Source: an optimization exercise on an open RTL-to-GDS flow (aim: small area). Production flows keep margins and buffers that such runs may drop.
The RTL was checked by simulation tests, not by an equivalence proof against the original design.
The clock port is modelled as an ideal driver; clocking choices that lean on that would not hold on a real chip.
Power and IR drop assume default switching activity.

job 5995:
Design CPUSystem, start of the top module:
module CPUSystem(Clock, Reset, T, Mem_Address, Mem_WData, Mem_RData, Mem_Read, Mem_Write);
Size: roughly 1300 cells after synthesis, roughly 10000 µm² of cells after synthesis.
clock: 12.0 ns
lec_check: 0
abc_area: 1
cap_margin: 10
core_margin: 2
core_utilization: 40
gpl_timing_driven: 0
slew_margin: 10
standard.sh (not shown) runs the stock make flow with config.mk's settings and CLKGATE_MAP_FILE= SYNTH_SCRIPT=/design/flow/synth_recipe.tcl, a recipe that flattens the netlist after the stock synthesis.
==> flow/flow/run.sh <==
#!/bin/bash
# Standard synthesis, then an area re-mapping of the combinational logic (flip-flops kept),
# then the standard layout from floorplan to finish.
set -euo pipefail
W=$(pwd)
RES=$W/orfs/results/sky130hd/CPUSystem/base
bash standard.sh synth > "$W/flow_synth.log" 2>&1
cp "$RES/1_2_yosys.v" "$W/std_1_2_yosys.v"
bash flow/remap.sh "$W/std_1_2_yosys.v" "$W/remap_1_2_yosys.v" > "$W/flow_remap.log" 2>&1
cp "$W/remap_1_2_yosys.v" "$RES/1_2_yosys.v"
touch "$RES/1_2_yosys.v"
PRE_CTS_TCL="$W/flow/cts_pre.tcl" \
BUFFER_PORTS_ARGS="-buffer_cell sky130_fd_sc_hd__buf_1" \
CTS_ARGS="-sink_clustering_enable -repair_clock_nets -dont_use_dummy_load -buf_list sky130_fd_sc_hd__clkbuf_4" \
  bash standard.sh finish > "$W/flow_finish.log" 2>&1
==> flow/flow/remapD.abc <==
strash
ifraig
dc2
balance; rewrite; refactor; balance; rewrite; rewrite -z; balance; refactor -z; rewrite -z; balance
dch -f
amap -F 100 -A 50
strash
dc2
balance; rewrite; refactor; balance; rewrite; rewrite -z; balance; refactor -z; rewrite -z; balance
dch -f
amap -F 100 -A 50
strash
dch -f
amap -F 200 -A 200
==> flow/flow/remapE.abc <==
strash
ifraig
dc2
balance; rewrite; refactor; balance; rewrite; rewrite -z; balance; refactor -z; rewrite -z; balance
dch -f
if -K 4 -a
mfs2 -W 4
strash
dch -f
amap -F 100 -A 50
strash
dch -f
amap -F 100 -A 50
Other scripts of this flow, unchanged in this note and not shown: flow/flow/cts_pre.tcl, flow/flow/dontuse.txt, flow/flow/remap.sh, flow/flow/remap1.abc, flow/flow/remap2.abc, flow/flow/remap3.abc, flow/flow/remap4.abc, flow/flow/remap5.abc, flow/flow/remap6.abc, flow/flow/remap7.abc, flow/flow/remap8.abc, flow/flow/remap9.abc, flow/flow/remapA.abc, flow/flow/remapB.abc, flow/flow/remapC.abc
### job 5995 -> job 8631
# job 5995
export LEC_CHECK = 0
export ABC_AREA = 1
export CAP_MARGIN = 10
export CORE_MARGIN = 2
export CORE_UTILIZATION = 40
export GPL_TIMING_DRIVEN = 0
export SLEW_MARGIN = 10
create_clock -name core_clock -period 12.0 [get_ports {Clock}]
# job 8631
export LEC_CHECK = 0
export ABC_AREA = 1
export CAP_MARGIN = 5
export CORE_MARGIN = 2
export CORE_UTILIZATION = 65
export GPL_TIMING_DRIVEN = 0
export SLEW_MARGIN = 5
create_clock -name core_clock -period 12.0 [get_ports {Clock}]
- The share of total power in combinational logic number comes out higher for job 8631 vs job 5995.
- Job 8631 — placement-stage worst setup slack 5.7 ps lower, job 5995 as reference
- The estimated power of job 8631 ends up lower than the estimate for job 5995.
- Compared with job 5995, amount of wire on met3 after detailed routing in job 8631 increased by more than a quarter.
The following lists how job 7048 was set up differently from job 8631:
# job 8631
export LEC_CHECK = 0
export ABC_AREA = 1
export CAP_MARGIN = 5
export CORE_MARGIN = 2
export CORE_UTILIZATION = 65
export GPL_TIMING_DRIVEN = 0
export SLEW_MARGIN = 5
create_clock -name core_clock -period 12.0 [get_ports {Clock}]
# job 7048
export LEC_CHECK = 0
export ABC_AREA = 1
export CAP_MARGIN = 10
export CORE_MARGIN = 2
export CORE_UTILIZATION = 40
export GPL_TIMING_DRIVEN = 0
export SLEW_MARGIN = 10
create_clock -name core_clock -period 12.0 [get_ports {Clock}]
removed: flow/flow/remapD.abc
removed: flow/flow/remapE.abc
Findings:
- Relative to job 8631, the width of the die of job 7048 is higher by 27%.
- Job 7048 vs. job 8631: die area has increased; mapped cell area has increased; utilization after layout has decreased; length of the first detailed-routing pass in iterations has decreased; overall power consumption has increased.
- Comparing job 8631 and job 7048, the lower final-layout fill cell count was measured on job 8631.
Setup changes, job 7048 to job 2788
# job 7048
export LEC_CHECK = 0
export ABC_AREA = 1
export CAP_MARGIN = 10
export CORE_MARGIN = 2
export CORE_UTILIZATION = 40
export GPL_TIMING_DRIVEN = 0
export SLEW_MARGIN = 10
create_clock -name core_clock -period 12.0 [get_ports {Clock}]
# job 2788
export LEC_CHECK = 0
export ABC_AREA = 1
export CAP_MARGIN = 10
export CORE_MARGIN = 2
export CORE_UTILIZATION = 55
export GPL_TIMING_DRIVEN = 0
export SLEW_MARGIN = 10
create_clock -name core_clock -period 12.0 [get_ports {Clock}]
==> flow/flow/remapD.abc (new file) <==
strash
ifraig
dc2
balance; rewrite; refactor; balance; rewrite; rewrite -z; balance; refactor -z; rewrite -z; balance
dch -f
amap -F 100 -A 50
strash
dc2
balance; rewrite; refactor; balance; rewrite; rewrite -z; balance; refactor -z; rewrite -z; balance
dch -f
amap -F 100 -A 50
strash
dch -f
amap -F 200 -A 200
==> flow/flow/remapE.abc (new file) <==
strash
ifraig
dc2
balance; rewrite; refactor; balance; rewrite; rewrite -z; balance; refactor -z; rewrite -z; balance
dch -f
if -K 4 -a
mfs2 -W 4
strash
dch -f
amap -F 100 -A 50
strash
dch -f
amap -F 100 -A 50
==> flow/flow/remapF.abc (new file) <==
strash
ifraig
dc2
balance; rewrite; refactor; balance; rewrite; rewrite -z; balance; refactor -z; rewrite -z; balance
dch -f
amap -F 100 -A 50
strash
dc2
balance; rewrite; refactor; balance; rewrite; rewrite -z; balance; refactor -z; rewrite -z; balance
dch -f
amap -F 100 -A 50
strash
dch -f
amap -F 200 -A 200
strash
dch -f
amap -F 200 -A 200
## What came out
Power consumption down 0.024 mW in job 2788 wrt job 7048. From job 7048 to job 2788 the numbers moved as follows: global-route usage picked up an extra 9.5 points, final instance area dropped 270 µm², via count went up 283. Job 2788 packs its core tighter than job 7048. Diff job 7048 -> job 2788: final hold slack went down 5.9 ps; share of power burned in the clock network went down 2.4 points.
For job 7714, these inputs were changed with respect to job 2788:
# job 2788
export LEC_CHECK = 0
export ABC_AREA = 1
export CAP_MARGIN = 10
export CORE_MARGIN = 2
export CORE_UTILIZATION = 55
export GPL_TIMING_DRIVEN = 0
export SLEW_MARGIN = 10
create_clock -name core_clock -period 12.0 [get_ports {Clock}]
# job 7714
export LEC_CHECK = 0
export ABC_AREA = 1
export CAP_MARGIN = 10
export CORE_MARGIN = 2
export CORE_UTILIZATION = 65
export GPL_TIMING_DRIVEN = 0
export SLEW_MARGIN = 10
create_clock -name core_clock -period 12.0 [get_ports {Clock}]
removed: flow/flow/remapD.abc
removed: flow/flow/remapE.abc
removed: flow/flow/remapF.abc
Notes after the runs:
Summary — combined buffer and inverter count along the critical path, job 7714 relative to job 2788: higher, by 1.
Clock latency reported for the late side of the worst-skew pair of job 7714 is on par with job 2788.
Post-route worst hold slack: job 7714 better than job 2788
As far as number of buffers inserted during clock tree synthesis goes, job 2788 and job 7714 are indistinguishable; the numbers are identical.
Comparing job 2788 and job 7714, the lower fraction of cell area in non-clock buffers was measured on job 2788.
In the flow results for job 2788 and job 7714, the average wire length per cell after detail routing is larger on job 2788.
[job 7714] placement-stage cell area rose 46 µm² relative to job 2788
Synthesized area delta for job 7714 relative to job 2788: 78 µm² higher
In the metrics for job 2788 and job 7714, the one carrying the lower total power of the final layout is job 7714.
Job 7714 against job 2788; sum of routed wire segments on met1 is down by a little under 10%.
Higher count of multi-input combinational gates among job 2788 and job 7714: job 2788

==> re-timing with driven ports <==
In the flow no input, the clock included, has a driving cell. The finished layouts below were timed again as built, in two steps. Step 1: set_driving_cell puts a clkbuf_16 on Clock and a buf_2 on each other input, an assumption about the parent block. Step 2 also shifts input and output timing later by t, the mid clock arrival at the registers, as if the neighbouring blocks saw the same clock. Three values: ideal, step 1, step 2; two values: the first two.
| run | shift t [ns] | slack for setup (ns) | worst hold slack (ns) | worst data-port slew with drivers (ns) |
|---|---|---|---|---|
| job 5995 | 0.440 | 0.944 / 0.944 / 0.944 | 0.459 / 0.459 / 0.459 | 0.03 |
| job 8631 | 0.429 | 0.552 / 0.552 / 0.552 | 0.460 / 0.460 / 0.460 | 0.03 |
| job 7048 | 0.442 | 1.203 / 1.203 / 1.203 | 0.461 / 0.461 / 0.461 | 0.03 |
| job 2788 | 0.434 | 0.909 / 0.909 / 0.909 | 0.455 / 0.455 / 0.455 | 0.03 |
| job 7714 | 0.444 | 1.079 / 1.079 / 1.079 | 0.461 / 0.461 / 0.461 | 0.03 |
After both steps setup and hold are still met in every run listed.
